Background: an optimization exercise with open tools, aiming at small area and a short achievable clock period. Do not read the settings as production practice.
The RTL was checked by simulation tests, not by an equivalence proof against the original design.
No driver is modelled on the clock port, so clocking that relies on it looks cheaper here than on a real chip.
Power figures rest on the tool's default switching activity, not on a simulated workload.

### flow/config.mk
export PLATFORM = sky130hd
export DESIGN_NAME = SMC_top
export DESIGN_NICKNAME = SMC_top
export VERILOG_FILES = /design/flow/design.v
export SDC_FILE = /design/flow/constraint.sdc
export NUM_CORES = 4
export LEC_CHECK = 0
export ABC_AREA = 1
export CAP_MARGIN = 20
export CORE_MARGIN = 2
export CORE_UTILIZATION = 40
export CTS_BUF_LIST = sky130_fd_sc_hd__clkbuf_8
export SLEW_MARGIN = 20
### flow/constraint.sdc
create_clock -name core_clock -period 30.0 [get_ports {clk}]
set_input_delay 6.0000 -clock core_clock [delete_from_list [all_inputs] [get_ports {clk}]]
set_output_delay 6.0000 -clock core_clock [all_outputs]
set_load 0.01 [all_outputs]
### flow/design.v
module SMC_top (
    input            clk,
    input      [1:0] mode,
    input      [2:0] Vgs0, Vgs1, Vgs2, Vgs3, Vgs4, Vgs5,
    input      [2:0] Vds0, Vds1, Vds2, Vds3, Vds4, Vds5,
    input      [2:0] W0, W1, W2, W3, W4, W5,
    output reg [9:0] out
);
    reg [1:0] r_mode;
    reg [2:0] r_Vgs0, r_Vgs1, r_Vgs2, r_Vgs3, r_Vgs4, r_Vgs5;
    reg [2:0] r_Vds0, r_Vds1, r_Vds2, r_Vds3, r_Vds4, r_Vds5;
    reg [2:0] r_W0, r_W1, r_W2, r_W3, r_W4, r_W5;
    wire [9:0] core_out;
    always @(posedge clk) begin
        r_mode <= mode;
        r_Vgs0 <= Vgs0; r_Vgs1 <= Vgs1; r_Vgs2 <= Vgs2;
        r_Vgs3 <= Vgs3; r_Vgs4 <= Vgs4; r_Vgs5 <= Vgs5;
        r_Vds0 <= Vds0; r_Vds1 <= Vds1; r_Vds2 <= Vds2;
        r_Vds3 <= Vds3; r_Vds4 <= Vds4; r_Vds5 <= Vds5;
        r_W0 <= W0; r_W1 <= W1; r_W2 <= W2;
        r_W3 <= W3; r_W4 <= W4; r_W5 <= W5;
        out <= core_out;
    end
    SMC core (
        .out(core_out), .mode(r_mode),
        .Vgs0(r_Vgs0), .Vgs1(r_Vgs1), .Vgs2(r_Vgs2), .Vgs3(r_Vgs3), .Vgs4(r_Vgs4), .Vgs5(r_Vgs5),
        .Vds0(r_Vds0), .Vds1(r_Vds1), .Vds2(r_Vds2), .Vds3(r_Vds3), .Vds4(r_Vds4), .Vds5(r_Vds5),
        .W0(r_W0), .W1(r_W1), .W2(r_W2), .W3(r_W3), .W4(r_W4), .W5(r_W5)
    );
endmodule

module Calc(val, m, Vgs, Vds, W);
  output [6:0] val;
  wire [6:0] val;
  input m;
  wire m;
  input [2:0] Vgs;
  wire [2:0] Vgs;
  input [2:0] Vds;
  wire [2:0] Vds;
  input [2:0] W;
  wire [2:0] W;
  wire _0_;
  wire _100_;
  wire _101_;
  wire _102_;
  wire _103_;
  wire _104_;
  wire _105_;
  wire _106_;
  wire _107_;
  wire _108_;
  wire _109_;
  wire _10_;
  wire _110_;
  wire _111_;
  wire _112_;
  wire _113_;
  wire _114_;
  wire _115_;
  wire _116_;
  wire _117_;
  wire _118_;
  wire _119_;
  wire _11_;
  wire _120_;
  wire _121_;
  wire _122_;
  wire _123_;
  wire _124_;
  wire _125_;
  wire _126_;
  wire _127_;
  wire _128_;
  wire _129_;
  wire _12_;
  wire _130_;
  wire _131_;
  wire _132_;
  wire _133_;
  wire _134_;
  wire _135_;
  wire _136_;
  wire _137_;
  wire _138_;
  wire _139_;
  wire _13_;
  wire _140_;
  wire _141_;
  wire _142_;
  wire _143_;
  wire _144_;
  wire _145_;
  wire _146_;
  wire _147_;
  wire _14_;
  wire _15_;
  wire _16_;
  wire _17_;
  wire _18_;
  wire _19_;
  wire _1_;
  wire _20_;
  wire _21_;
  wire _22_;
  wire _23_;
  wire _24_;
  wire _25_;
  wire _26_;
  wire _27_;
  wire _28_;
  wire _29_;
  wire _2_;
  wire _30_;
  wire _31_;
  wire _32_;
  wire _33_;
  wire _34_;
  wire _35_;
  wire _36_;
  wire _37_;
  wire _38_;
  wire _39_;
  wire _3_;
  wire _40_;
  wire _41_;
  wire _42_;
  wire _43_;
  wire _44_;
  wire _45_;
  wire _46_;
  wire _47_;
  wire _48_;
  wire _49_;
  wire _4_;
  wire _50_;
  wire _51_;
  wire _52_;
  wire _53_;
  wire _54_;
  wire _55_;
  wire _56_;
  wire _57_;
  wire _58_;
  wire _59_;
  wire _5_;
  wire _60_;
  wire _61_;
  wire _62_;
  wire _63_;
  wire _64_;
  wire _65_;
  wire _66_;
  wire _67_;
  wire _68_;
  wire _69_;
  wire _6_;
  wire _70_;
  wire _71_;
  wire _72_;
  wire _73_;
  wire _74_;
  wire _75_;
  wire _76_;
  wire _77_;
  wire _78_;
  wire _79_;
  wire _7_;
  wire _80_;
  wire _81_;
  wire _82_;
  wire _83_;
  wire _84_;
  wire _85_;
  wire _86_;
  wire _87_;
  wire _88_;
  wire _89_;
  wire _8_;
  wire _90_;
  wire _91_;
  wire _92_;
  wire _93_;
  wire _94_;
  wire _95_;
  wire _96_;
  wire _97_;
  wire _98_;
  wire _99_;
  wire _9_;
  assign _130_ = Vgs[1] & ~(Vds[1]);
  assign _129_ = Vds[2] & ~(_130_);
  assign _128_ = Vgs[2] & ~(_129_);
  assign _127_ = _128_ & ~(Vds[0]);
  assign _126_ = Vgs[0] & ~(_128_);
  assign _125_ = _126_ | _127_;
  assign _124_ = ~Vgs[1];
  assign _123_ = ~(Vds[1] | Vds[2]);
  assign _122_ = _123_ & ~(_124_);
  assign _121_ = _125_ & ~(_122_);
  assign _120_ = m & ~(_121_);
  assign _119_ = W[2] & ~(W[1]);
  assign _118_ = W[2] | ~(W[1]);
  assign _117_ = _118_ & ~(_119_);
  assign _116_ = W[0] & ~(_117_);
  assign _115_ = _116_ | _119_;
  assign _114_ = ~(_115_ & _120_);
  assign _113_ = ~W[0];
  assign _112_ = _113_ & ~(_119_);
  assign _111_ = ~(_112_ | _116_);
  assign _110_ = ~(Vds[0] | Vds[2]);
  assign _109_ = _110_ | _123_;
  assign _108_ = _109_ | ~(Vgs[2]);
  assign _107_ = Vgs[1] | m;
  assign _106_ = ~(_107_ & Vds[2]);
  assign _105_ = Vds[1] | Vgs[1];
  assign _104_ = ~(Vds[1] & Vgs[1]);
  assign _103_ = _104_ & _105_;
  assign _102_ = m & ~(_103_);
  assign _101_ = Vgs[2] & ~(_102_);
  assign _100_ = Vds[2] | ~(Vgs[1]);
  assign _99_ = _124_ & ~(_123_);
  assign _98_ = _100_ & ~(_99_);
  assign _97_ = m & ~(_98_);
  assign _96_ = ~(_97_ | _110_);
  assign _95_ = ~m;
  assign _94_ = _110_ & ~(_95_);
  assign _93_ = _94_ | _96_;
  assign _92_ = Vgs[2] & ~(_93_);
  assign _91_ = ~(Vgs[0] & Vds[2]);
  assign _90_ = _91_ | _104_;
  assign _89_ = Vgs[0] | ~(m);
  assign _88_ = ~_89_;
  assign _87_ = _88_ & ~(_99_);
  assign _86_ = _90_ & ~(_87_);
  assign _85_ = _86_ | _92_;
  assign _84_ = _108_ | ~(_93_);
  assign _83_ = _123_ | ~(Vds[0]);
  assign _82_ = ~(Vgs[2] & m);
  assign _81_ = _82_ | _99_;
  assign _80_ = _83_ & ~(_81_);
  assign _79_ = _80_ | _88_;
  assign _78_ = _84_ & ~(_79_);
  assign _77_ = _85_ & ~(_78_);
  assign _76_ = _121_ | m;
  assign _75_ = ~(Vgs[0] | Vgs[2]);
  assign _74_ = Vgs[2] & ~(Vds[1]);
  assign _73_ = _74_ | _75_;
  assign _72_ = _76_ & ~(_73_);
  assign _71_ = _72_ | _77_;
  assign _70_ = _78_ | ~(_85_);
  assign _69_ = _76_ & ~(_70_);
  assign _68_ = _71_ & ~(_69_);
  assign _67_ = _68_ ^ _101_;
  assign _66_ = _106_ & ~(_67_);
  assign _65_ = _66_ | _108_;
  assign _64_ = _88_ | _121_;
  assign _63_ = _64_ | _65_;
  assign _62_ = Vgs[2] & ~(_100_);
  assign _61_ = _105_ & ~(_62_);
  assign _60_ = _61_ | Vgs[0];
  assign _59_ = Vgs[1] & Vgs[0];
  assign _58_ = _59_ & ~(Vgs[2]);
  assign _57_ = _60_ & ~(_58_);
  assign _56_ = _76_ & ~(_57_);
  assign _55_ = _56_ | _92_;
  assign _54_ = _63_ & ~(_55_);
  assign _53_ = _54_ | ~(_111_);
  assign _52_ = ~(_119_ & W[0]);
  assign _51_ = _113_ & ~(_118_);
  assign _50_ = _52_ & ~(_51_);
  assign _49_ = Vgs[1] | Vgs[0];
  assign _48_ = _49_ | ~(_109_);
  assign _47_ = _59_ | _95_;
  assign _46_ = _48_ & ~(_47_);
  assign _45_ = ~(_46_ | _50_);
  assign _44_ = _45_ & ~(_68_);
  assign _43_ = _53_ & ~(_44_);
  assign val[0] = _43_ ^ _114_;
  assign _42_ = W[2] & W[1];
  assign _41_ = ~_42_;
  assign _40_ = _103_ & ~(_82_);
  assign _39_ = _65_ & ~(_40_);
  assign _38_ = ~(_82_ | _91_);
  assign _37_ = _38_ | _39_;
  assign _36_ = ~(_37_ | _41_);
  assign _35_ = _38_ & ~(_124_);
  assign _34_ = _123_ | _124_;
  assign _33_ = _34_ & _91_;
  assign _32_ = _33_ | _82_;
  assign _31_ = _32_ | _35_;
  assign _30_ = _115_ & ~(_31_);
  assign _29_ = ~(_30_ | _36_);
  assign _28_ = _65_ | _81_;
  assign _27_ = _28_ | _50_;
  assign _26_ = ~(_28_ & _37_);
  assign _25_ = _31_ & ~(_26_);
  assign _24_ = _34_ | ~(_126_);
  assign _23_ = ~(Vgs[2] | Vds[2]);
  assign _22_ = _66_ & ~(_23_);
  assign _21_ = _24_ & ~(_22_);
  assign _20_ = _21_ & _26_;
  assign _19_ = _20_ | _25_;
  assign _18_ = _19_ | _50_;
  assign _17_ = _111_ & ~(_28_);
  assign _16_ = _18_ & ~(_17_);
  assign _15_ = ~(_21_ | _41_);
  assign _14_ = _115_ & ~(_37_);
  assign _13_ = ~(_14_ | _15_);
  assign _12_ = ~(_13_ & _16_);
  assign _11_ = _13_ ^ _16_;
  assign _10_ = ~(_41_ | _64_);
  assign _9_ = _115_ & ~(_21_);
  assign _8_ = _9_ | _10_;
  assign _7_ = ~(_50_ | _54_);
  assign _6_ = _111_ & ~(_70_);
  assign _5_ = _6_ | _7_;
  assign _4_ = _64_ | ~(_115_);
  assign _3_ = _120_ & ~(_41_);
  assign _2_ = _4_ & ~(_3_);
  assign _1_ = _5_ | ~(_2_);
  assign _0_ = _43_ | _114_;
  assign _147_ = _2_ ^ _5_;
  assign _146_ = _0_ & ~(_147_);
  assign _145_ = _1_ & ~(_146_);
  assign _144_ = _145_ | _8_;
  assign _143_ = _77_ & ~(_50_);
  assign _142_ = _111_ & ~(_19_);
  assign _141_ = ~(_142_ | _143_);
  assign _140_ = ~(_145_ ^ _8_);
  assign _139_ = _141_ & ~(_140_);
  assign _138_ = _144_ & ~(_139_);
  assign _137_ = _11_ & ~(_138_);
  assign _136_ = _12_ & ~(_137_);
  assign _135_ = _27_ & ~(_136_);
  assign val[4] = _135_ ^ _29_;
  assign val[2] = _140_ ^ _141_;
  assign val[6] = _35_ & ~(_41_);
  assign val[1] = _147_ ^ _0_;
  assign _134_ = ~(_135_ | _29_);
  assign _133_ = _42_ & ~(_31_);
  assign _132_ = _35_ & _115_;
  assign _131_ = _132_ | _133_;
  assign val[5] = _131_ | _134_;
  assign val[3] = _138_ ^ _11_;
endmodule
module Cmp7(a, b, ge);
  input [6:0] a;
  wire [6:0] a;
  input [6:0] b;
  wire [6:0] b;
  output ge;
  wire ge;
  wire _0_;
  wire _10_;
  wire _11_;
  wire _12_;
  wire _13_;
  wire _14_;
  wire _15_;
  wire _16_;
  wire _17_;
  wire _18_;
  wire _19_;
  wire _1_;
  wire _20_;
  wire _21_;
  wire _22_;
  wire _23_;
  wire _2_;
  wire _3_;
  wire _4_;
  wire _5_;
  wire _6_;
  wire _7_;
  wire _8_;
  wire _9_;
  assign _8_ = a[6] | ~(b[6]);
  assign _7_ = b[6] | ~(a[6]);
  assign _6_ = a[5] | ~(b[5]);
  assign _5_ = b[5] | ~(a[5]);
  assign _4_ = a[4] | ~(b[4]);
  assign _3_ = b[4] | ~(a[4]);
  assign _2_ = a[3] | ~(b[3]);
  assign _1_ = b[1] | ~(a[1]);
  assign _0_ = a[0] | ~(b[0]);
  assign _23_ = _1_ & ~(_0_);
  assign _22_ = b[2] & ~(a[2]);
  assign _21_ = b[1] & ~(a[1]);
  assign _20_ = _21_ | _22_;
  assign _19_ = _20_ | _23_;
  assign _18_ = a[3] & ~(b[3]);
  assign _17_ = a[2] & ~(b[2]);
  assign _16_ = _17_ | _18_;
  assign _15_ = _19_ & ~(_16_);
  assign _9_ = _2_ & ~(_15_);
  assign _10_ = _3_ & ~(_9_);
  assign _11_ = _4_ & ~(_10_);
  assign _12_ = _5_ & ~(_11_);
  assign _13_ = _6_ & ~(_12_);
  assign _14_ = _7_ & ~(_13_);
  assign ge = _8_ & ~(_14_);
endmodule
module Dec5(b, top, sp, sq, sr);
  input [4:0] b;
  wire [4:0] b;
  input top;
  wire top;
  output sp;
  wire sp;
  output sq;
  wire sq;
  output sr;
  wire sr;
  wire _0_;
  wire _10_;
  wire _11_;
  wire _12_;
  wire _13_;
  wire _14_;
  wire _15_;
  wire _16_;
  wire _17_;
  wire _18_;
  wire _19_;
  wire _1_;
  wire _20_;
  wire _2_;
  wire _3_;
  wire _4_;
  wire _5_;
  wire _6_;
  wire _7_;
  wire _8_;
  wire _9_;
  assign _11_ = b[2] & b[4];
  assign _10_ = b[0] ^ b[1];
  assign _9_ = ~(_10_ ^ b[3]);
  assign _8_ = b[2] ^ b[4];
  assign _7_ = _8_ & ~(_9_);
  assign _6_ = _7_ | _11_;
  assign _5_ = b[0] | b[1];
  assign _4_ = _10_ & ~(b[3]);
  assign _3_ = _5_ & ~(_4_);
  assign _2_ = _3_ & _6_;
  assign _1_ = _2_ ^ top;
  assign _0_ = ~(_8_ ^ _9_);
  assign _20_ = ~(_0_ ^ top);
  assign _19_ = ~(_3_ ^ _6_);
  assign _12_ = ~(_19_ & _20_);
  assign sq = _1_ & ~(_12_);
  assign _13_ = ~(_0_ & top);
  assign _14_ = _19_ | ~(_0_);
  assign _15_ = _3_ | _6_;
  assign _16_ = top & ~(_15_);
  assign _17_ = _14_ & ~(_16_);
  assign sp = _13_ & ~(_17_);
  assign _18_ = _16_ | _20_;
  assign sr = _1_ & ~(_18_);
endmodule
module Sort(
    output [5:0] sp, sq, sr,
    input top,
    input [6:0] n0, n1, n2, n3, n4, n5);
    wire g01;   
    Cmp7 k01(.a(n0), .b(n1), .ge(g01));
    wire g02;   
    Cmp7 k02(.a(n0), .b(n2), .ge(g02));
    wire g03;   
    Cmp7 k03(.a(n0), .b(n3), .ge(g03));
    wire g04;   
    Cmp7 k04(.a(n0), .b(n4), .ge(g04));
    wire g05;   
    Cmp7 k05(.a(n0), .b(n5), .ge(g05));
    wire g12;   
    Cmp7 k12(.a(n1), .b(n2), .ge(g12));
    wire g13;   
    Cmp7 k13(.a(n1), .b(n3), .ge(g13));
    wire g14;   
    Cmp7 k14(.a(n1), .b(n4), .ge(g14));
    wire g15;   
    Cmp7 k15(.a(n1), .b(n5), .ge(g15));
    wire g23;   
    Cmp7 k23(.a(n2), .b(n3), .ge(g23));
    wire g24;   
    Cmp7 k24(.a(n2), .b(n4), .ge(g24));
    wire g25;   
    Cmp7 k25(.a(n2), .b(n5), .ge(g25));
    wire g34;   
    Cmp7 k34(.a(n3), .b(n4), .ge(g34));
    wire g35;   
    Cmp7 k35(.a(n3), .b(n5), .ge(g35));
    wire g45;   
    Cmp7 k45(.a(n4), .b(n5), .ge(g45));
    Dec5 d0(.b({~g05, ~g04, ~g03, ~g02, ~g01}), .top(top), .sp(sp[0]), .sq(sq[0]), .sr(sr[0]));
    Dec5 d1(.b({~g15, ~g14, ~g13, ~g12, g01}), .top(top), .sp(sp[1]), .sq(sq[1]), .sr(sr[1]));
    Dec5 d2(.b({~g25, ~g24, ~g23, g12, g02}), .top(top), .sp(sp[2]), .sq(sq[2]), .sr(sr[2]));
    Dec5 d3(.b({~g35, ~g34, g23, g13, g03}), .top(top), .sp(sp[3]), .sq(sq[3]), .sr(sr[3]));
    Dec5 d4(.b({~g45, g34, g24, g14, g04}), .top(top), .sp(sp[4]), .sq(sq[4]), .sr(sr[4]));
    Dec5 d5(.b({g45, g35, g25, g15, g05}), .top(top), .sp(sp[5]), .sq(sq[5]), .sr(sr[5]));
endmodule
module Choose(out, w, sp, sq, sr, n0, n1, n2, n3, n4, n5);
  output [9:0] out;
  wire [9:0] out;
  input w;
  wire w;
  input [5:0] sp;
  wire [5:0] sp;
  input [5:0] sq;
  wire [5:0] sq;
  input [5:0] sr;
  wire [5:0] sr;
  input [6:0] n0;
  wire [6:0] n0;
  input [6:0] n1;
  wire [6:0] n1;
  input [6:0] n2;
  wire [6:0] n2;
  input [6:0] n3;
  wire [6:0] n3;
  input [6:0] n4;
  wire [6:0] n4;
  input [6:0] n5;
  wire [6:0] n5;
  wire _0_;
  wire _100_;
  wire _101_;
  wire _102_;
  wire _103_;
  wire _104_;
  wire _105_;
  wire _106_;
  wire _107_;
  wire _108_;
  wire _109_;
  wire _10_;
  wire _110_;
  wire _111_;
  wire _112_;
  wire _113_;
  wire _114_;
  wire _115_;
  wire _116_;
  wire _117_;
  wire _118_;
  wire _119_;
  wire _11_;
  wire _120_;
  wire _121_;
  wire _122_;
  wire _123_;
  wire _124_;
  wire _125_;
  wire _126_;
  wire _127_;
  wire _128_;
  wire _129_;
  wire _12_;
  wire _130_;
  wire _131_;
  wire _132_;
  wire _133_;
  wire _134_;
  wire _135_;
  wire _136_;
  wire _137_;
  wire _138_;
  wire _139_;
  wire _13_;
  wire _140_;
  wire _141_;
  wire _142_;
  wire _143_;
  wire _144_;
  wire _145_;
  wire _146_;
  wire _147_;
  wire _148_;
  wire _149_;
  wire _14_;
  wire _150_;
  wire _151_;
  wire _152_;
  wire _153_;
  wire _154_;
  wire _155_;
  wire _156_;
  wire _157_;
  wire _158_;
  wire _159_;
  wire _15_;
  wire _160_;
  wire _161_;
  wire _162_;
  wire _163_;
  wire _164_;
  wire _165_;
  wire _166_;
  wire _167_;
  wire _168_;
  wire _169_;
  wire _16_;
  wire _170_;
  wire _171_;
  wire _172_;
  wire _173_;
  wire _174_;
  wire _175_;
  wire _176_;
  wire _177_;
  wire _178_;
  wire _179_;
  wire _17_;
  wire _180_;
  wire _181_;
  wire _182_;
  wire _183_;
  wire _184_;
  wire _185_;
  wire _186_;
  wire _187_;
  wire _188_;
  wire _189_;
  wire _18_;
  wire _190_;
  wire _191_;
  wire _192_;
  wire _193_;
  wire _194_;
  wire _195_;
  wire _196_;
  wire _197_;
  wire _198_;
  wire _199_;
  wire _19_;
  wire _1_;
  wire _200_;
  wire _201_;
  wire _202_;
  wire _203_;
  wire _204_;
  wire _205_;
  wire _206_;
  wire _207_;
  wire _208_;
  wire _209_;
  wire _20_;
  wire _210_;
  wire _211_;
  wire _212_;
  wire _213_;
  wire _214_;
  wire _215_;
  wire _216_;
  wire _217_;
  wire _218_;
  wire _219_;
  wire _21_;
  wire _220_;
  wire _221_;
  wire _222_;
  wire _223_;
  wire _224_;
  wire _225_;
  wire _226_;
  wire _227_;
  wire _228_;
  wire _229_;
  wire _22_;
  wire _230_;
  wire _231_;
  wire _232_;
  wire _233_;
  wire _234_;
  wire _235_;
  wire _236_;
  wire _237_;
  wire _238_;
  wire _239_;
  wire _23_;
  wire _240_;
  wire _241_;
  wire _242_;
  wire _243_;
  wire _244_;
  wire _245_;
  wire _246_;
  wire _247_;
  wire _248_;
  wire _249_;
  wire _24_;
  wire _250_;
  wire _251_;
  wire _252_;
  wire _253_;
  wire _254_;
  wire _255_;
  wire _256_;
  wire _257_;
  wire _258_;
  wire _259_;
  wire _25_;
  wire _260_;
  wire _261_;
  wire _262_;
  wire _263_;
  wire _264_;
  wire _265_;
  wire _266_;
  wire _267_;
  wire _268_;
  wire _269_;
  wire _26_;
  wire _270_;
  wire _271_;
  wire _272_;
  wire _273_;
  wire _274_;
  wire _275_;
  wire _276_;
  wire _277_;
  wire _278_;
  wire _279_;
  wire _27_;
  wire _280_;
  wire _281_;
  wire _282_;
  wire _283_;
  wire _284_;
  wire _285_;
  wire _286_;
  wire _287_;
  wire _288_;
  wire _289_;
  wire _28_;
  wire _290_;
  wire _291_;
  wire _292_;
  wire _293_;
  wire _294_;
  wire _295_;
  wire _296_;
  wire _297_;
  wire _298_;
  wire _299_;
  wire _29_;
  wire _2_;
  wire _300_;
  wire _301_;
  wire _302_;
  wire _303_;
  wire _304_;
  wire _305_;
  wire _306_;
  wire _307_;
  wire _308_;
  wire _309_;
  wire _30_;
  wire _310_;
  wire _311_;
  wire _312_;
  wire _313_;
  wire _314_;
  wire _315_;
  wire _316_;
  wire _317_;
  wire _318_;
  wire _319_;
  wire _31_;
  wire _320_;
  wire _321_;
  wire _322_;
  wire _323_;
  wire _324_;
  wire _325_;
  wire _326_;
  wire _327_;
  wire _328_;
  wire _329_;
  wire _32_;
  wire _330_;
  wire _331_;
  wire _332_;
  wire _333_;
  wire _334_;
  wire _335_;
  wire _336_;
  wire _337_;
  wire _338_;
  wire _339_;
  wire _33_;
  wire _340_;
  wire _341_;
  wire _342_;
  wire _343_;
  wire _344_;
  wire _345_;
  wire _346_;
  wire _347_;
  wire _348_;
  wire _349_;
  wire _34_;
  wire _350_;
  wire _351_;
  wire _352_;
  wire _353_;
  wire _354_;
  wire _355_;
  wire _356_;
  wire _357_;
  wire _358_;
  wire _359_;
  wire _35_;
  wire _360_;
  wire _361_;
  wire _362_;
  wire _363_;
  wire _364_;
  wire _365_;
  wire _366_;
  wire _367_;
  wire _368_;
  wire _369_;
  wire _36_;
  wire _370_;
  wire _371_;
  wire _372_;
  wire _373_;
  wire _374_;
  wire _375_;
  wire _376_;
  wire _377_;
  wire _378_;
  wire _379_;
  wire _37_;
  wire _380_;
  wire _381_;
  wire _382_;
  wire _383_;
  wire _384_;
  wire _38_;
  wire _39_;
  wire _3_;
  wire _40_;
  wire _41_;
  wire _42_;
  wire _43_;
  wire _44_;
  wire _45_;
  wire _46_;
  wire _47_;
  wire _48_;
  wire _49_;
  wire _4_;
  wire _50_;
  wire _51_;
  wire _52_;
  wire _53_;
  wire _54_;
  wire _55_;
  wire _56_;
  wire _57_;
  wire _58_;
  wire _59_;
  wire _5_;
  wire _60_;
  wire _61_;
  wire _62_;
  wire _63_;
  wire _64_;
  wire _65_;
  wire _66_;
  wire _67_;
  wire _68_;
  wire _69_;
  wire _6_;
  wire _70_;
  wire _71_;
  wire _72_;
  wire _73_;
  wire _74_;
  wire _75_;
  wire _76_;
  wire _77_;
  wire _78_;
  wire _79_;
  wire _7_;
  wire _80_;
  wire _81_;
  wire _82_;
  wire _83_;
  wire _84_;
  wire _85_;
  wire _86_;
  wire _87_;
  wire _88_;
  wire _89_;
  wire _8_;
  wire _90_;
  wire _91_;
  wire _92_;
  wire _93_;
  wire _94_;
  wire _95_;
  wire _96_;
  wire _97_;
  wire _98_;
  wire _99_;
  wire _9_;
  wire _c115;
  wire _c116;
  wire _c117;
  wire _c118;
  wire _c119;
  wire _c120;
  wire _c121;
  wire _c122;
  wire _c22;
  wire _c61;
  assign _313_ = ~(n5[0] & sr[5]);
  assign _312_ = n0[0] & sr[0];
  assign _311_ = _313_ & ~(_312_);
  assign _310_ = n3[0] & sr[3];
  assign _309_ = n4[0] & sr[4];
  assign _308_ = _309_ | _310_;
  assign _307_ = n1[0] & sr[1];
  assign _306_ = n2[0] & sr[2];
  assign _305_ = _306_ | _307_;
  assign _304_ = _305_ | _308_;
  assign _303_ = _311_ & ~(_304_);
  assign _302_ = w & ~(_303_);
  assign _301_ = ~(n4[1] & sp[4]);
  assign _300_ = n0[1] & sp[0];
  assign _299_ = _301_ & ~(_300_);
  assign _298_ = n2[1] & sp[2];
  assign _297_ = n5[1] & sp[5];
  assign _296_ = _297_ | _298_;
  assign _295_ = n3[1] & sp[3];
  assign _294_ = n1[1] & sp[1];
  assign _293_ = _294_ | _295_;
  assign _292_ = _293_ | _296_;
  assign _291_ = _299_ & ~(_292_);
  assign _290_ = ~(sr[4] & n4[1]);
  assign _289_ = sr[0] & n0[1];
  assign _288_ = _290_ & ~(_289_);
  assign _287_ = sr[5] & n5[1];
  assign _286_ = sr[3] & n3[1];
  assign _285_ = _286_ | _287_;
  assign _284_ = sr[2] & n2[1];
  assign _283_ = sr[1] & n1[1];
  assign _282_ = _283_ | _284_;
  assign _281_ = _282_ | _285_;
  assign _280_ = _288_ & ~(_281_);
  assign _279_ = _280_ ^ _291_;
  assign _278_ = ~(sq[5] & n5[1]);
  assign _277_ = sq[1] & n1[1];
  assign _276_ = _278_ & ~(_277_);
  assign _275_ = sq[2] & n2[1];
  assign _274_ = sq[3] & n3[1];
  assign _273_ = _274_ | _275_;
  assign _272_ = sq[4] & n4[1];
  assign _271_ = sq[0] & n0[1];
  assign _270_ = _271_ | _272_;
  assign _269_ = _270_ | _273_;
  assign _268_ = _276_ & ~(_269_);
  assign _267_ = _268_ | w;
  assign _266_ = ~(n3[0] & sp[3]);
  assign _265_ = n0[0] & sp[0];
  assign _264_ = _266_ & ~(_265_);
  assign _263_ = n4[0] & sp[4];
  assign _262_ = n5[0] & sp[5];
  assign _261_ = _262_ | _263_;
  assign _260_ = n2[0] & sp[2];
  assign _259_ = n1[0] & sp[1];
  assign _258_ = _259_ | _260_;
  assign _257_ = _258_ | _261_;
  assign _256_ = _264_ & ~(_257_);
  assign _255_ = w & ~(_256_);
  assign _254_ = _267_ & ~(_255_);
  assign _253_ = _254_ ^ _279_;
  assign _252_ = _256_ | _303_;
  assign _251_ = ~w;
  assign _250_ = ~(n4[0] & sq[4]);
  assign _249_ = n2[0] & sq[2];
  assign _248_ = _250_ & ~(_249_);
  assign _247_ = n3[0] & sq[3];
  assign _246_ = n5[0] & sq[5];
  assign _245_ = _246_ | _247_;
  assign _244_ = n1[0] & sq[1];
  assign _243_ = n0[0] & sq[0];
  assign _242_ = _243_ | _244_;
  assign _241_ = _242_ | _245_;
  assign _240_ = _248_ & ~(_241_);
  assign _239_ = _251_ & ~(_240_);
  assign _238_ = ~(_256_ ^ _303_);
  assign _237_ = _239_ & ~(_238_);
  assign _236_ = _252_ & ~(_237_);
  assign _235_ = _236_ | _253_;
  assign _234_ = ~(n2[2] & sp[2]);
  assign _233_ = n1[2] & sp[1];
  assign _232_ = _234_ & ~(_233_);
  assign _231_ = n5[2] & sp[5];
  assign _230_ = n4[2] & sp[4];
  assign _229_ = _230_ | _231_;
  assign _228_ = n0[2] & sp[0];
  assign _227_ = n3[2] & sp[3];
  assign _226_ = _227_ | _228_;
  assign _225_ = _226_ | _229_;
  assign _224_ = _232_ & ~(_225_);
  assign _223_ = ~(n2[2] & sr[2]);
  assign _222_ = n1[2] & sr[1];
  assign _221_ = _223_ & ~(_222_);
  assign _220_ = n5[2] & sr[5];
  assign _219_ = n3[2] & sr[3];
  assign _218_ = _219_ | _220_;
  assign _217_ = n0[2] & sr[0];
  assign _216_ = n4[2] & sr[4];
  assign _215_ = _216_ | _217_;
  assign _214_ = _215_ | _218_;
  assign _213_ = _221_ & ~(_214_);
  assign _212_ = _213_ ^ _224_;
  assign _211_ = ~(n5[2] & sq[5]);
  assign _210_ = n0[2] & sq[0];
  assign _209_ = _211_ & ~(_210_);
  assign _208_ = n3[2] & sq[3];
  assign _207_ = n4[2] & sq[4];
  assign _206_ = _207_ | _208_;
  assign _205_ = n2[2] & sq[2];
  assign _204_ = n1[2] & sq[1];
  assign _203_ = _204_ | _205_;
  assign _202_ = _203_ | _206_;
  assign _201_ = _209_ & ~(_202_);
  assign _200_ = _201_ | w;
  assign _199_ = w & ~(_291_);
  assign _198_ = _200_ & ~(_199_);
  assign _197_ = _198_ ^ _212_;
  assign _196_ = w & ~(_240_);
  assign _195_ = _280_ | _291_;
  assign _194_ = _279_ & ~(_254_);
  assign _193_ = _195_ & ~(_194_);
  assign _192_ = ~(_193_ ^ _196_);
  assign _191_ = _192_ ^ _197_;
  assign _190_ = ~(_191_ ^ _235_);
  assign _c115 = ~(_190_ ^ _302_);
  assign _189_ = w & ~(_280_);
  assign _188_ = _196_ | ~(_193_);
  assign _187_ = _192_ & _197_;
  assign _186_ = _188_ & ~(_187_);
  assign _185_ = _186_ ^ _189_;
  assign _184_ = ~(n3[3] & sr[3]);
  assign _183_ = n2[3] & sr[2];
  assign _182_ = _184_ & ~(_183_);
  assign _181_ = n5[3] & sr[5];
  assign _180_ = n4[3] & sr[4];
  assign _179_ = _180_ | _181_;
  assign _178_ = n0[3] & sr[0];
  assign _177_ = n1[3] & sr[1];
  assign _176_ = _177_ | _178_;
  assign _175_ = _176_ | _179_;
  assign _174_ = _182_ & ~(_175_);
  assign _173_ = ~(n4[3] & sp[4]);
  assign _172_ = n2[3] & sp[2];
  assign _171_ = _173_ & ~(_172_);
  assign _170_ = n5[3] & sp[5];
  assign _169_ = n3[3] & sp[3];
  assign _168_ = _169_ | _170_;
  assign _167_ = n0[3] & sp[0];
  assign _166_ = n1[3] & sp[1];
  assign _165_ = _166_ | _167_;
  assign _164_ = _165_ | _168_;
  assign _163_ = _171_ & ~(_164_);
  assign _162_ = _163_ ^ _174_;
  assign _161_ = ~(n1[3] & sq[1]);
  assign _160_ = n3[3] & sq[3];
  assign _159_ = _161_ & ~(_160_);
  assign _158_ = n5[3] & sq[5];
  assign _157_ = n4[3] & sq[4];
  assign _156_ = _157_ | _158_;
  assign _155_ = n0[3] & sq[0];
  assign _154_ = n2[3] & sq[2];
  assign _153_ = _154_ | _155_;
  assign _152_ = _153_ | _156_;
  assign _151_ = _159_ & ~(_152_);
  assign _150_ = _151_ | w;
  assign _149_ = w & ~(_224_);
  assign _148_ = _150_ & ~(_149_);
  assign _147_ = _148_ ^ _162_;
  assign _146_ = w & ~(_268_);
  assign _145_ = _213_ | _224_;
  assign _144_ = _212_ & ~(_198_);
  assign _143_ = _145_ & ~(_144_);
  assign _142_ = ~(_143_ ^ _146_);
  assign _141_ = _142_ ^ _147_;
  assign _140_ = _141_ ^ _185_;
  assign _139_ = _191_ | _235_;
  assign _138_ = _302_ & ~(_190_);
  assign _137_ = _139_ & ~(_138_);
  assign _c116 = _137_ ^ _140_;
  assign _136_ = _137_ | _140_;
  assign _135_ = _186_ | _189_;
  assign _134_ = _141_ & _185_;
  assign _133_ = _134_ | ~(_135_);
  assign _132_ = w & ~(_213_);
  assign _131_ = _146_ | ~(_143_);
  assign _130_ = _142_ & _147_;
  assign _129_ = _131_ & ~(_130_);
  assign _128_ = _129_ ^ _132_;
  assign _127_ = ~(n2[4] & sr[2]);
  assign _126_ = n3[4] & sr[3];
  assign _125_ = _127_ & ~(_126_);
  assign _124_ = n5[4] & sr[5];
  assign _123_ = n4[4] & sr[4];
  assign _122_ = _123_ | _124_;
  assign _121_ = n1[4] & sr[1];
  assign _120_ = n0[4] & sr[0];
  assign _119_ = _120_ | _121_;
  assign _118_ = _119_ | _122_;
  assign _117_ = _125_ & ~(_118_);
  assign _116_ = ~(n3[4] & sp[3]);
  assign _115_ = n2[4] & sp[2];
  assign _114_ = _116_ & ~(_115_);
  assign _113_ = n5[4] & sp[5];
  assign _112_ = n4[4] & sp[4];
  assign _111_ = _112_ | _113_;
  assign _110_ = n0[4] & sp[0];
  assign _109_ = n1[4] & sp[1];
  assign _108_ = _109_ | _110_;
  assign _107_ = _108_ | _111_;
  assign _106_ = _114_ & ~(_107_);
  assign _105_ = _106_ ^ _117_;
  assign _104_ = ~(n3[4] & sq[3]);
  assign _103_ = n2[4] & sq[2];
  assign _102_ = _104_ & ~(_103_);
  assign _101_ = n5[4] & sq[5];
  assign _100_ = n4[4] & sq[4];
  assign _99_ = _100_ | _101_;
  assign _98_ = n0[4] & sq[0];
  assign _97_ = n1[4] & sq[1];
  assign _96_ = _97_ | _98_;
  assign _95_ = _96_ | _99_;
  assign _94_ = _102_ & ~(_95_);
  assign _93_ = _94_ | w;
  assign _92_ = w & ~(_163_);
  assign _91_ = _93_ & ~(_92_);
  assign _90_ = _91_ ^ _105_;
  assign _89_ = w & ~(_201_);
  assign _88_ = _163_ | _174_;
  assign _87_ = _162_ & ~(_148_);
  assign _86_ = _88_ & ~(_87_);
  assign _85_ = ~(_86_ ^ _89_);
  assign _84_ = _85_ ^ _90_;
  assign _83_ = ~(_84_ ^ _128_);
  assign _82_ = _83_ ^ _133_;
  assign _c117 = _82_ ^ _136_;
  assign _81_ = ~(n1[5] & sr[1]);
  assign _80_ = n3[5] & sr[3];
  assign _79_ = _81_ & ~(_80_);
  assign _78_ = n4[5] & sr[4];
  assign _77_ = n5[5] & sr[5];
  assign _76_ = _77_ | _78_;
  assign _75_ = n0[5] & sr[0];
  assign _74_ = n2[5] & sr[2];
  assign _73_ = _74_ | _75_;
  assign _72_ = _73_ | _76_;
  assign _71_ = _79_ & ~(_72_);
  assign _70_ = ~(n1[5] & sp[1]);
  assign _69_ = n4[5] & sp[4];
  assign _68_ = _70_ & ~(_69_);
  assign _67_ = n3[5] & sp[3];
  assign _66_ = n5[5] & sp[5];
  assign _65_ = _66_ | _67_;
  assign _64_ = n0[5] & sp[0];
  assign _63_ = n2[5] & sp[2];
  assign _62_ = _63_ | _64_;
  assign _61_ = _62_ | _65_;
  assign _60_ = _68_ & ~(_61_);
  assign _59_ = _60_ ^ _71_;
  assign _58_ = ~(n1[5] & sq[1]);
  assign _57_ = n3[5] & sq[3];
  assign _56_ = _58_ & ~(_57_);
  assign _55_ = n4[5] & sq[4];
  assign _54_ = n5[5] & sq[5];
  assign _53_ = _54_ | _55_;
  assign _52_ = n0[5] & sq[0];
  assign _51_ = n2[5] & sq[2];
  assign _50_ = _51_ | _52_;
  assign _49_ = _50_ | _53_;
  assign _48_ = _56_ & ~(_49_);
  assign _47_ = _48_ | w;
  assign _46_ = w & ~(_106_);
  assign _45_ = _47_ & ~(_46_);
  assign _44_ = ~(_45_ ^ _59_);
  assign _43_ = w & ~(_151_);
  assign _42_ = _106_ | _117_;
  assign _41_ = _105_ & ~(_91_);
  assign _40_ = _42_ & ~(_41_);
  assign _39_ = ~(_40_ ^ _43_);
  assign _38_ = ~(_39_ ^ _44_);
  assign _37_ = w & ~(_174_);
  assign _36_ = _89_ | ~(_86_);
  assign _35_ = _85_ & _90_;
  assign _34_ = _36_ & ~(_35_);
  assign _33_ = _34_ ^ _37_;
  assign _32_ = ~(_33_ ^ _38_);
  assign _31_ = _129_ | _132_;
  assign _30_ = _84_ & _128_;
  assign _29_ = _31_ & ~(_30_);
  assign _28_ = _29_ ^ _32_;
  assign _27_ = _133_ & ~(_83_);
  assign _26_ = _136_ & ~(_82_);
  assign _25_ = _26_ | _27_;
  assign _c118 = ~(_25_ ^ _28_);
  assign _24_ = ~(n5[6] & sp[5]);
  assign _23_ = n2[6] & sp[2];
  assign _22_ = _24_ & ~(_23_);
  assign _21_ = n4[6] & sp[4];
  assign _20_ = n3[6] & sp[3];
  assign _19_ = _20_ | _21_;
  assign _18_ = n0[6] & sp[0];
  assign _17_ = n1[6] & sp[1];
  assign _16_ = _17_ | _18_;
  assign _15_ = _16_ | _19_;
  assign _14_ = _22_ & ~(_15_);
  assign _13_ = n1[6] & sr[1];
  assign _12_ = n3[6] & sr[3];
  assign _11_ = ~(_12_ | _13_);
  assign _10_ = n4[6] & sr[4];
  assign _9_ = n5[6] & sr[5];
  assign _8_ = _9_ | _10_;
  assign _7_ = n0[6] & sr[0];
  assign _6_ = n2[6] & sr[2];
  assign _5_ = _6_ | _7_;
  assign _4_ = _5_ | _8_;
  assign _3_ = _11_ & ~(_4_);
  assign _2_ = _3_ ^ _14_;
  assign _1_ = ~(n2[6] & sq[2]);
  assign _0_ = n3[6] & sq[3];
  assign _384_ = _1_ & ~(_0_);
  assign _383_ = n5[6] & sq[5];
  assign _382_ = n4[6] & sq[4];
  assign _381_ = _382_ | _383_;
  assign _380_ = n0[6] & sq[0];
  assign _379_ = n1[6] & sq[1];
  assign _378_ = _379_ | _380_;
  assign _377_ = _378_ | _381_;
  assign _376_ = _384_ & ~(_377_);
  assign _375_ = _376_ | w;
  assign _374_ = w & ~(_60_);
  assign _373_ = _375_ & ~(_374_);
  assign _372_ = ~(_373_ ^ _2_);
  assign _371_ = _94_ | _251_;
  assign _370_ = ~(_60_ & _71_);
  assign _369_ = _45_ & _59_;
  assign _368_ = _370_ & ~(_369_);
  assign _367_ = ~(_368_ ^ _371_);
  assign _366_ = ~(_367_ ^ _372_);
  assign _365_ = w & ~(_117_);
  assign _364_ = ~_365_;
  assign _363_ = _43_ & ~(_40_);
  assign _362_ = _39_ & _44_;
  assign _361_ = ~(_362_ | _363_);
  assign _360_ = _361_ ^ _364_;
  assign _359_ = _360_ ^ _366_;
  assign _358_ = _34_ | _37_;
  assign _357_ = _33_ & _38_;
  assign _356_ = _358_ & ~(_357_);
  assign _355_ = ~(_356_ ^ _359_);
  assign _354_ = ~(_29_ & _32_);
  assign _353_ = _28_ & ~(_25_);
  assign _352_ = _354_ & ~(_353_);
  assign _c119 = ~(_352_ ^ _355_);
  assign _351_ = _14_ ^ _48_;
  assign _350_ = _351_ ^ _71_;
  assign _349_ = w & ~(_350_);
  assign _348_ = _371_ | ~(_368_);
  assign _347_ = _367_ & _372_;
  assign _346_ = _348_ & ~(_347_);
  assign _345_ = ~(_346_ ^ _349_);
  assign _344_ = ~(_3_ & _14_);
  assign _343_ = _373_ & _2_;
  assign _342_ = _344_ & ~(_343_);
  assign _341_ = ~(_342_ ^ _345_);
  assign _314_ = ~(_361_ & _364_);
  assign _315_ = _360_ & _366_;
  assign _316_ = _314_ & ~(_315_);
  assign _317_ = ~(_316_ ^ _341_);
  assign _318_ = _359_ | ~(_356_);
  assign _319_ = _355_ & ~(_352_);
  assign _320_ = _318_ & ~(_319_);
  assign _c120 = ~(_320_ ^ _317_);
  assign _321_ = ~(_376_ ^ _3_);
  assign _322_ = ~(_14_ & _48_);
  assign _323_ = _351_ & _71_;
  assign _324_ = _322_ & ~(_323_);
  assign _325_ = _324_ ^ _321_;
  assign _326_ = w & ~(_325_);
  assign _327_ = _349_ & ~(_346_);
  assign _328_ = _342_ & _345_;
  assign _329_ = _328_ | _327_;
  assign _330_ = _341_ | ~(_316_);
  assign _331_ = _317_ & ~(_320_);
  assign _332_ = _330_ & ~(_331_);
  assign _333_ = ~(_332_ ^ _329_);
  assign _c121 = _333_ ^ _326_;
  assign _334_ = _329_ & ~(_332_);
  assign _335_ = _333_ & _326_;
  assign _336_ = _335_ | _334_;
  assign _337_ = _324_ | _321_;
  assign _338_ = _376_ & _3_;
  assign _339_ = _338_ | _251_;
  assign _340_ = _337_ & ~(_339_);
  assign _c122 = _340_ ^ _336_;
  assign _c61 = _236_ ^ _253_;
  assign _c22 = ~(_238_ ^ _239_);
  assign out = { _c122, _c121, _c120, _c119, _c118, _c117, _c116, _c115, _c61, _c22 };
endmodule
module SMC(output [9:0] out,
           input [1:0] mode,
           input [2:0] Vgs0, Vgs1, Vgs2, Vgs3, Vgs4, Vgs5,
           input [2:0] Vds0, Vds1, Vds2, Vds3, Vds4, Vds5,
           input [2:0] W0, W1, W2, W3, W4, W5
           );
    wire [6:0] n0, n1, n2, n3, n4, n5;
    Calc c0(.val(n0), .m(mode[0]), .Vgs(Vgs0), .Vds(Vds0), .W(W0));
    Calc c1(.val(n1), .m(mode[0]), .Vgs(Vgs1), .Vds(Vds1), .W(W1));
    Calc c2(.val(n2), .m(mode[0]), .Vgs(Vgs2), .Vds(Vds2), .W(W2));
    Calc c3(.val(n3), .m(mode[0]), .Vgs(Vgs3), .Vds(Vds3), .W(W3));
    Calc c4(.val(n4), .m(mode[0]), .Vgs(Vgs4), .Vds(Vds4), .W(W4));
    Calc c5(.val(n5), .m(mode[0]), .Vgs(Vgs5), .Vds(Vds5), .W(W5));
    wire [5:0] sp, sq, sr;
    Sort sort_val(.sp(sp), .sq(sq), .sr(sr), .top(mode[1]),
                  .n0(n0), .n1(n1), .n2(n2), .n3(n3), .n4(n4), .n5(n5));
    Choose choose_out(.out(out), .w(mode[0]), .sp(sp), .sq(sq), .sr(sr),
                      .n0(n0), .n1(n1), .n2(n2), .n3(n3), .n4(n4), .n5(n5));
endmodule
### flow/flow/run.sh
#!/bin/bash
# Own flow: the standard synthesis, then the combinational cells are
# re-mapped by ABC (flip-flops kept as they are, same names and cells); the standard flow's
# standard layout with small port buffers. After clock tree synthesis the
# output registers' clock pins get a short buffer chain of their own, so they
# are clocked a little later than the input registers (skew that helps the
# register-to-register paths; it only lengthens the paths to the outputs).
set -euo pipefail
HERE=$(pwd)
R=$HERE/orfs/results/$FLOW_PLATFORM/SMC_top/base
LIB=$FLOW_HOME/platforms/sky130hd/lib/sky130_fd_sc_hd__tt_025C_1v80.lib
source $HERE/flow/params.sh
bash standard.sh synth > synth_std.log 2>&1
cp $R/1_2_yosys.v $HERE/synth_std.v
DU=$(grep -A40 "DONT_USE_CELLS +=" $FLOW_HOME/platforms/sky130hd/config.mk | grep -o "sky130_fd_sc_hd__[a-z0-9_]*" | sed 's/^/-dont_use /' | tr '\n' ' ')
cat > resynth.ys <<EOT
read_liberty -ignore_miss_func $LIB
blackbox sky130_fd_sc_hd__dfxtp_1
read_verilog $HERE/synth_std.v
hierarchy -top $FLOW_TOP
flatten
opt_clean
abc -script $HERE/flow/resynth.abc -liberty $LIB $DU -D $ABC_D
opt_clean -purge
hilomap -singleton -hicell sky130_fd_sc_hd__conb_1 HI -locell sky130_fd_sc_hd__conb_1 LO
stat -liberty $LIB
write_verilog -noattr -nohex -nodec $HERE/synth_re.v
EOT
yosys -s resynth.ys > resynth.log 2>&1
cp $HERE/synth_re.v $R/1_2_yosys.v
rm -f $R/1_synth.odb $R/1_synth.sdc
bash standard.sh "BUFFER_PORTS_ARGS=$PORT_BUF_ARGS" ${CTS_ARGS:+"CTS_ARGS=$CTS_ARGS"} $EXTRA_MAKE cts > layout_cts.log 2>&1
if [[ -n "$SKEW_CELLS" ]]; then
  # SKEW_CELLS: candidate chains separated by ';'. Each is tried on the placed
  # design; the one that leaves the largest worst setup slack (with no hold
  # violation) is kept.
  cp $R/4_cts.odb $HERE/4_cts_noskew.odb
  best=""; best_ws=-1000; i=0
  IFS=';' read -ra CANDS <<< "$SKEW_CELLS"
  for chain in "${CANDS[@]}"; do
    i=$((i+1))
    cp $HERE/4_cts_noskew.odb $R/4_cts.odb
    R=$R LIB=$LIB SKEW_CELLS="$chain" HOLD_FIX="${HOLD_FIX:-}" RR_DERATE=${RR_DERATE:-0} ROOT_REGS="${ROOT_REGS:-}" SKEW_WRITE=0 openroad -no_init -exit $HERE/flow/skew.tcl > skew_try$i.log 2>&1 || true
    res=$(grep '^RESULT' skew_try$i.log | tail -1 || true)
    ws=$(echo "$res" | awk '{print $2}'); wh=$(echo "$res" | awk '{print $3}')
    echo "candidate $i {$chain}: $res" >> skew_choice.log
    if [[ -n "$ws" ]] && awk -v ws="$ws" -v wh="$wh" -v b="$best_ws" 'BEGIN { exit !(wh >= 0 && ws > b) }'; then
      best="$chain"; best_ws=$ws
    fi
  done
  echo "chosen {$best}" >> skew_choice.log
  cp $HERE/4_cts_noskew.odb $R/4_cts.odb
  if [[ -n "$best" ]]; then
    R=$R LIB=$LIB SKEW_CELLS="$best" HOLD_FIX="${HOLD_FIX:-}" RR_DERATE=${RR_DERATE:-0} ROOT_REGS="${ROOT_REGS:-}" SKEW_WRITE=1 openroad -no_init -exit $HERE/flow/skew.tcl > skew.log 2>&1
  fi
fi
bash standard.sh "BUFFER_PORTS_ARGS=$PORT_BUF_ARGS" ${CTS_ARGS:+"CTS_ARGS=$CTS_ARGS"} $EXTRA_MAKE finish > layout.log 2>&1
### flow/flow/params.sh
ABC_D=6500
PORT_BUF_ARGS="-buffer_cell sky130_fd_sc_hd__buf_1"
EXTRA_MAKE=""
SKEW_CELLS="sky130_fd_sc_hd__clkdlybuf4s50_1 sky130_fd_sc_hd__clkbuf_8;sky130_fd_sc_hd__clkdlybuf4s50_1 sky130_fd_sc_hd__clkdlybuf4s15_1 sky130_fd_sc_hd__clkbuf_8;sky130_fd_sc_hd__clkdlybuf4s50_1 sky130_fd_sc_hd__clkdlybuf4s25_1 sky130_fd_sc_hd__clkbuf_8;sky130_fd_sc_hd__clkdlybuf4s50_1 sky130_fd_sc_hd__clkdlybuf4s50_1 sky130_fd_sc_hd__clkbuf_8;sky130_fd_sc_hd__clkdlybuf4s50_1 sky130_fd_sc_hd__clkdlybuf4s50_1 sky130_fd_sc_hd__clkdlybuf4s25_1 sky130_fd_sc_hd__clkbuf_8"
HOLD_FIX="sky130_fd_sc_hd__dlygate4sd3_1 0.15 1.5"
RR_DERATE=0.4
CTS_ARGS="-sink_clustering_enable -repair_clock_nets -dont_use_dummy_load -buf_list sky130_fd_sc_hd__clkbuf_8"
### flow/flow/resynth.abc
strash; dch; map -D 6500; topo; buffer -p; upsize -D 6500; dnsize -D 6500
### flow/flow/skew.tcl
# Give the output registers (out[*]) a clock branch of their own: a chain of
# the cells in SKEW_CELLS (first nearest the clock tree), the last one driving
# all of their clock pins. Edits 4_cts.odb in place.
proc load {} {
  read_db $::env(R)/4_cts.odb
  read_liberty $::env(LIB)
  read_sdc $::env(R)/4_cts.sdc
  set_propagated_clock [all_clocks]
  source $::env(FLOW_HOME)/platforms/sky130hd/setRC.tcl
  estimate_parasitics -placement
}
proc apply_chain {chain} {
  # ROOT_REGS: registers whose clock pins move to the clock tree's root
  # buffer output (earlier clock than the tree's leaves).
  if {[info exists ::env(ROOT_REGS)] && $::env(ROOT_REGS) ne ""} {
    set cp [get_pins -of_objects [get_nets clk] -filter "direction == input"]
    set root [get_cells -of_objects $cp]
    set rnet [get_nets -of_objects [get_pins -of_objects $root -filter "direction == output"]]
    puts "root buffer [get_full_name $root] net [get_full_name $rnet]"
    foreach rn $::env(ROOT_REGS) {
      foreach c [get_cells $rn] {
        set it [[sta::sta_to_db_inst $c] findITerm CLK]
        $it disconnect
        $it connect [sta::sta_to_db_net $rnet]
        puts "moved [get_full_name $c] to the root clock net"
      }
    }
    estimate_parasitics -placement
  }
  set pins {}
  set xs 0; set ys 0
  foreach c [get_cells *] {
    if {[regexp {^out\[} [get_full_name $c]] && [string match "sky130_fd_sc_hd__dfxtp_*" [get_property $c ref_name]]} {
      lappend pins [get_pins -of_objects $c -filter "name == CLK"]
      set bb [[sta::sta_to_db_inst $c] getBBox]
      set xs [expr {$xs + [$bb xMin]}]; set ys [expr {$ys + [$bb yMin]}]
    }
  }
  set n [llength $pins]
  puts "output registers: $n"
  set loc [list [expr {$xs / $n / 1000.0}] [expr {$ys / $n / 1000.0}]]
  puts "before:"
  report_clock_skew
  set tip $pins
  set diff 1
  foreach cell [lreverse $chain] {
    if {$diff} {
      insert_buffer -buffer_cell $cell -load_pins $tip -load_pins_on_diff_nets -location $loc
    } else {
      insert_buffer -buffer_cell $cell -load_pins $tip -location $loc
    }
    set diff 0
    set drv [get_pins -of_objects [get_nets -of_objects [lindex $tip 0]] -filter "direction == output"]
    set buf [get_cells -of_objects $drv]
    puts "inserted [get_full_name $buf] ([get_property $buf ref_name])"
    set tip [list [get_pins -of_objects $buf -filter "direction == input"]]
  }
  detailed_placement
  estimate_parasitics -placement
  # Hold: the mode registers reach the outputs both through long paths and
  # through short ones. Delay only the short branches (loads whose paths have
  # setup slack to spare), so that the long paths keep the skew's gain.
  proc mode_loads {net} {
    set out {}
    foreach p [get_pins -of_objects $net -filter "direction == input"] {
      set c [get_cells -of_objects $p]
      if {[regexp {^sky130_fd_sc_hd__(buf|clkbuf|inv|clkinv)_} [get_property $c ref_name]]} {
        set o [get_pins -of_objects $c -filter "direction == output"]
        set out [concat $out [mode_loads [get_nets -of_objects $o]]]
      } else {
        lappend out $p
      }
    }
    return $out
  }
  if {[info exists ::env(HOLD_FIX)] && $::env(HOLD_FIX) ne ""} {
    lassign $::env(HOLD_FIX) hold_cell hold_target setup_guard
    set ws [worst_slack -max]; puts "worst setup slack $ws"
    foreach r [get_cells r_mode*] {
      set q [get_pins -of_objects $r -filter "direction == output"]
      set pick {}
      foreach p [mode_loads [get_nets -of_objects $q]] {
        set smin [get_property $p slack_min]
        set smax [get_property $p slack_max]
        if {$smin < $hold_target && $smax > $ws + $setup_guard} { lappend pick $p; puts "  pick [get_full_name $p] min $smin max $smax" }
      }
      puts "[get_full_name $r]: [llength $pick] short-path loads delayed"
      # one delay cell per net, so that every load keeps the signal (and the
      # polarity) it had
      set bynet [dict create]
      foreach p $pick { dict lappend bynet [get_full_name [get_nets -of_objects $p]] $p }
      dict for {nn ps} $bynet {
        insert_buffer -buffer_cell $hold_cell -load_pins $ps
      }
    }
    detailed_placement
    estimate_parasitics -placement
  }
}
load
apply_chain $::env(SKEW_CELLS)
set rr [get_property [lindex [find_timing_paths -to [all_registers -data_pins] -path_delay max] 0] slack]
set ou [get_property [lindex [find_timing_paths -to [all_outputs] -path_delay max] 0] slack]
puts "RESULT [expr {min($rr - $::env(RR_DERATE), $ou)}] [worst_slack -min] $rr $ou"
if {$::env(SKEW_WRITE) eq "0"} { exit 0 }
check_placement -verbose
puts "after:"
report_clock_skew
report_checks -path_delay max -digits 3
puts "reg2reg:"
report_checks -path_delay max -to [all_registers -data_pins] -digits 3 -format end
report_checks -path_delay min -digits 3
report_checks -to [all_outputs] -path_delay max -digits 3
write_db $::env(R)/4_cts.odb
### flow/standard.sh
#!/bin/bash
# synth_recipe.tcl (not shown) runs the flow's synth.tcl, then flattens the netlist and writes it again
# the make line also repeats each setting of config.mk as NAME=value (left out here)
make -C /OpenROAD-flow-scripts/flow DESIGN_CONFIG=/design/flow/config.mk WORK_HOME=/design/flow/orfs CLKGATE_MAP_FILE= SYNTH_SCRIPT=/design/flow/synth_recipe.tcl "${@:-finish}"
==> flow_summary.json, run 1 <==
{
  "rsz0062_at_grt": "no",
  "die_h_um": 151,
  "synth.avg_cell_area_um2": 5.79,
  "grt_pass1_vias": 9143,
  "worst_pin_slew_ns": 1.09,
  "clk-insertion-delay-late_ns": 1.75,
  "cp_max_fo": 1,
  "max_stage_delay_ns": 0.32,
  "gr-total-overflow": 0,
  "cts_num_sinks": 66,
  "fin_worst_skew_ns": 1.41,
  "grt_use_total_pct": 23.4,
  "cts_made_buffers": 9,
  "io_pins": 67,
  "die_x_um": 151,
  "via_per_inst": 5.57,
  "leakage_nw": 4.29,
  "fmax_mhz": 121,
  "arrival_ns": 2.23,
  "post-dp-hpwl_um": 20800,
  "slowest_stage": "dfxtp_1",
  "ant_nets": 0,
  "crit_type": "register to primary output",
  "slew_headroom_pct": 27.2,
  "drt_iter0_drc": 893,
  "yosysWarnings": 1,
  "cts_max_path_buffers": 2,
  "top_layer_used": "met4",
  "min_path_type": "register to register",
  "place_inst": 1822,
  "finalSetupViolCount": 0,
  "path_cells": "buf_1",
  "synthesis.nets": 1542,
  "routed_wl_um": 26500,
  "place_congestion": 1.01,
  "slew_viol_final": 0,
  "wl_met3_um": 1990,
  "fin_crit_sh_pct": 27.4,
  "start_kind": "register",
  "grt_max_degree": 51,
  "post-cts-setup-buffer-count": 0,
  "end_kind": "primary output",
  "post_cts_resized": 0,
  "port_buffers": 66,
  "grt_pass1_wl_um": 43300,
  "fin_setup_tns_ns": 0,
  "ctsHoldBuffers": 0,
  "wire_per_inst_um": 14.4,
  "critPathTopFamily": "flip-flops",
  "drt-met1-wl_um": 12000,
  "rows": 53,
  "hold_viol": 0,
  "clk_pin_slew_worst_paths_ns": 0.07,
  "routed-via-count": 10300,
  "mostFrequentLayoutCells": "353 x nand2_1, 197 x nor2_1, 188 x inv_1",
  "syn_inst": 1485,
  "powerDensity_mw_per_mm2": 124,
  "area_growth_pct": 9.12,
  "status": "finished clean",
  "die_area_mm2": 0.0227,
  "synth_area_mm2": 0.00859,
  "final_common_cell": "nand2_1",
  "start_util_pct": 40.9,
  "drc": 0,
  "drt-pass1-iter-count": 6,
  "finalNetCount": 1622,
  "antenna_found_initial": 1,
  "critPathBufInv": 1,
  "cts_tree": "done",
  "root_buffer": "clkbuf_8",
  "finalNonFillerCells": 1839,
  "wl_met2_um": 12000,
  "placeableCoreArea_mm2": 0.0210,
  "critical_path_required_ns": 24.00,
  "fin_crit_ns": 8.23,
  "drive_above_1_share_pct": 5.89,
  "max-cap-violations": 0,
  "irDropWorstVdd_v": 0.000111,
  "htreeDepth": 3
}
registers in the layout (all words and copies together) (netlist names):
name,flops
r_Vds2,3
r_W2,3
r_Vds0,3
r_W5,3
r_W4,3
r_W1,3
r_Vgs0,3
r_W0,3
r_Vds4,3
r_Vds3,3
r_mode,2
r_Vgs1,3
r_Vds5,3
r_Vds1,3
r_Vgs5,3
r_Vgs2,3
r_W3,3
r_Vgs4,3
r_Vgs3,3
out,10
layer usage:
layer / up-vias / global-route usage (%)
li1: 5246 / -
met1: 4540 / 30.5
met2: 403 / 38.9
met3: 61 / 4.24
met4: 0 / 7.83
met5: - / 0
metrics by stage:
step / util, % / setup slack, ns / total power [W] / hold slack, ns / cell area (um2)
after floorplan: - / 21.95 / 0.000899 / 1.11 / 8590
after global placement: 43.6 / 20.79 / 0.00107 / 0.977 / 9170
after detailed placement: 43.6 / 20.71 / 0.00107 / 0.980 / 9170
after CTS: 44.2 / 20.64 / 0.00114 / 1.03 / 9300
after global routing: 44.6 / 20.88 / 0.00130 / 0.138 / 9370
final: 44.6 / 21.77 / 0.00116 / 0.0729 / 9370
cell type report:
cell class,instances,area (um2)
fillers,2266,11600
clock buffers,13,168
flip-flops and latches,66,1320
well taps,275,344
repair buffers,71,293
multi-input cells,1194,6420
diodes,1,2.50
inverters,219,825
where the power goes:
group | switching (W) | internal [W] | total (W)
sequential | 0.00000606 | 0.000108 | 0.000114
clock | 0.0000365 | 0.0000357 | 0.0000723
combinational | 0.000626 | 0.000350 | 0.000976
total | 0.000669 | 0.000493 | 0.00116
path summary, 6_finish.rpt:
path,cells past startpoint,slack (ns),from,endpoint
setup / recovery,1,21.77,out[9]$_DFF_P_,out[9]
hold / removal,9,0.07,r_Vds1[2]$_DFF_P_,out[9]$_DFF_P_
setup reg to reg,48,21.96,r_mode[0]$_DFF_P_,out[9]$_DFF_P_
hold reg to reg,9,0.07,r_Vds1[2]$_DFF_P_,out[9]$_DFF_P_
==> run 2: changes to the inputs <==
--- a/flow/flow/run.sh
+++ b/flow/flow/run.sh
@@ -54,4 +54,4 @@
     R=$R LIB=$LIB SKEW_CELLS="$best" HOLD_FIX="${HOLD_FIX:-}" RR_DERATE=${RR_DERATE:-0} ROOT_REGS="${ROOT_REGS:-}" SKEW_WRITE=1 openroad -no_init -exit $HERE/flow/skew.tcl > skew.log 2>&1
   fi
 fi
-bash standard.sh "BUFFER_PORTS_ARGS=$PORT_BUF_ARGS" ${CTS_ARGS:+"CTS_ARGS=$CTS_ARGS"} $EXTRA_MAKE finish > layout.log 2>&1
+bash standard.sh "BUFFER_PORTS_ARGS=$PORT_BUF_ARGS" ${CTS_ARGS:+"CTS_ARGS=$CTS_ARGS"} $EXTRA_MAKE ${FINISH_MAKE:-} finish > layout.log 2>&1
--- a/flow/flow/params.sh
+++ b/flow/flow/params.sh
@@ -5,3 +5,4 @@
 HOLD_FIX="sky130_fd_sc_hd__dlygate4sd3_1 0.15 1.5"
 RR_DERATE=0.4
 CTS_ARGS="-sink_clustering_enable -repair_clock_nets -dont_use_dummy_load -buf_list sky130_fd_sc_hd__clkbuf_8"
+FINISH_MAKE="SETUP_SLACK_MARGIN=22.0"
==> run 2 against run 1 <==
  * Sequential power hardly changed
  * First-iteration DRC count decreased by 2.8%
  * Maximum frequency up 0.41%
  * Non-clock buffer count is 4 higher
  * Via count up 0.15%
  * Largest cell class unchanged
  * Clock power about the same
  * Wire length rose by 0.74%
==> flow_summary.json, run 2 <==
{
  "status": "finished clean",
  "syn_inst": 1485,
  "fin_util_pct": 45.7,
  "synthesis.nets": 1542,
  "antenna_found_initial": 1,
  "hold_viol": 0,
  "rows": 53,
  "synth.avg_cell_area_um2": 5.79,
  "die_x_um": 151,
  "slew_viol_final": 0,
  "pre_cts_slack_ns": 20.71,
  "cp_max_fo": 1,
  "clk_pin_slew_worst_paths_ns": 0.07,
  "cts_num_sinks": 66,
  "fin_setup_tns_ns": 0,
  "die_h_um": 151,
  "drc": 0,
  "drt_iter0_drc": 868,
  "start_util_pct": 40.9,
  "leakage_nw": 4.38,
  "wire_per_inst_um": 14.5,
  "grt_pass1_vias": 9143,
  "root_buffer": "clkbuf_8",
  "powerDensity_mw_per_mm2": 124,
  "fmax_mhz": 122,
  "clk-insertion-delay-late_ns": 1.76,
  "largest_reg_flops": 10,
  "fin_crit_ns": 8.20,
  "path_cells": "buf_2",
  "area_growth_pct": 11.9,
  "post-dp-hpwl_um": 20800,
  "max-cap-violations": 0,
  "fin_worst_skew_ns": 1.41,
  "finalSetupViolCount": 0,
  "reg2reg_from": "r_mode[0]$_DFF_P_",
  "finalNetCount": 1626,
  "port_buffers": 66,
  "critPathTopFamily": "flip-flops",
  "die_area_mm2": 0.0227,
  "rsz0062_at_grt": "yes",
  "critPathBufInv": 1,
  "htreeDepth": 3,
  "slowest_stage": "dfxtp_1",
  "slew_headroom_pct": 43.3,
  "start_kind": "register",
  "max_stage_delay_ns": 0.31,
  "fin_total_pwr_w": 0.00119,
  "place_congestion": 1.01,
  "cts_made_buffers": 9,
  "grt_pass1_wl_um": 43300,
  "critical_path_required_ns": 24.00,
  "routed_wl_um": 26700,
  "io_pins": 67,
  "yosysWarnings": 1,
  "irDropWorstVdd_v": 0.000111,
  "end_kind": "primary output",
  "worst_pin_slew_ns": 0.847,
  "grt_max_degree": 51,
  "fin_crit_sh_pct": 27.3,
  "crit_start": "out[9]$_DFF_P_",
  "crit_type": "register to primary output",
  "mostFrequentLayoutCells": "349 x nand2_1, 194 x nor2_1, 187 x inv_1",
  "place_inst": 1822,
  "min_path_type": "register to register",
  "routed-via-count": 10300,
  "drt-pass1-iter-count": 8,
  "cts_tree": "done",
  "cts_max_path_buffers": 2,
  "min_from": "r_Vds1[2]$_DFF_P_",
  "ant_nets": 0,
  "setup_ws_ns": 21.80,
  "drive_above_1_share_pct": 7.85,
  "synth_area_mm2": 0.00859,
  "finalNonFillerCells": 1843,
  "grt_use_total_pct": 23.4,
  "final_common_cell": "nand2_1",
  "gr-total-overflow": 0,
  "regMostFlops": "out",
  "placeableCoreArea_mm2": 0.0210,
  "arrival_ns": 2.20,
  "via_per_inst": 5.57
}
## run 2: metal layers
metal / track usage, % / wire, um / up-vias
li1: - / - / 5257
met1: 30.5 / 12000 / 4564
met2: 38.9 / 12200 / 400
met3: 4.24 / 1890 / 44
met4: 7.83 / 592 / 0
met5: 0 / 0 / -
## run 2: final timing paths
path	to	slack (ns)	depth (start not counted)
setup reg to reg	out[9]$_DFF_P_	22.71	54
hold / removal	out[9]$_DFF_P_	0.05	9
setup / recovery	out[9]	21.80	1
hold reg to reg	out[9]$_DFF_P_	0.05	9
## run 2: layout make-up
cell class	instances	area, um2
diodes	1	2.50
clock buffers	13	168
fillers	2253	11400
inverters	219	831
multi-input cells	1194	6590
flip-flops and latches	66	1320
well taps	275	344
repair buffers	75	357
## run 2: what timing repair did
action / in CTS / in global routing
hold buffers: 0 / 1
resized for setup: 0 / 59
buffers inserted: 0 / 3
endpoints found under the setup margin: 0 / 16
hold endpoints to repair: 0 / 2
## run 2: report_power, final
group	switching (W)	internal (W)	leakage, nW
combinational	0.000640	0.000365	3.74
clock	0.0000366	0.0000357	0.0835
sequential	0.00000614	0.000108	0.556
## run 2: through the flow
step           area [um2]  hold slack [ns]
2_1_floorplan        8590             1.11
3_3_place_gp         9170            0.977
3_5_place_dp         9170            0.980
4_1_cts              9300             1.03
5_1_grt              9610            0.122
6_report             9610           0.0515
## run 2: worst min-delay path: stages, from the launching register on
cell     delay, ns
dfxtp_1       0.34
nand2_1       0.13
nor2_1        0.07
inv_1         0.05
nor2_1        0.16
a22oi_1       0.30
nand3_1       0.12
nand3_1       0.11
a21oi_1       0.04
nor2_1        0.09

==> re-timing with driven ports <==
The results above use ideal ports. As a check the final layouts listed here were re-extracted and re-timed, cells and wires unchanged.
Step 1 assumes that a clkbuf_16 drives the clock port and a buf_2 every other input.
Step 2, shift: input delay + t, output delay - t, t = (earliest + latest rising clock arrival at the registers) / 2. This alone moves slack from input paths to output paths.
Three values: no drivers, after step 1, after step 2; two values: the first two.
run | t, ns | setup WS [ns] | clock arrival spread, ns | worst slew at a driven data input, ns
run 1 | 1.088 | 21.769 / 21.730 / 21.965 | 1.410 / 1.410 | 0.03
run 2 | 1.091 | 21.803 / 21.763 / 22.705 | 1.411 / 1.411 | 0.03
In run 1 and run 2 the clock reaches the registers at very different times; t lies between them, and the last value is a rough guide only.
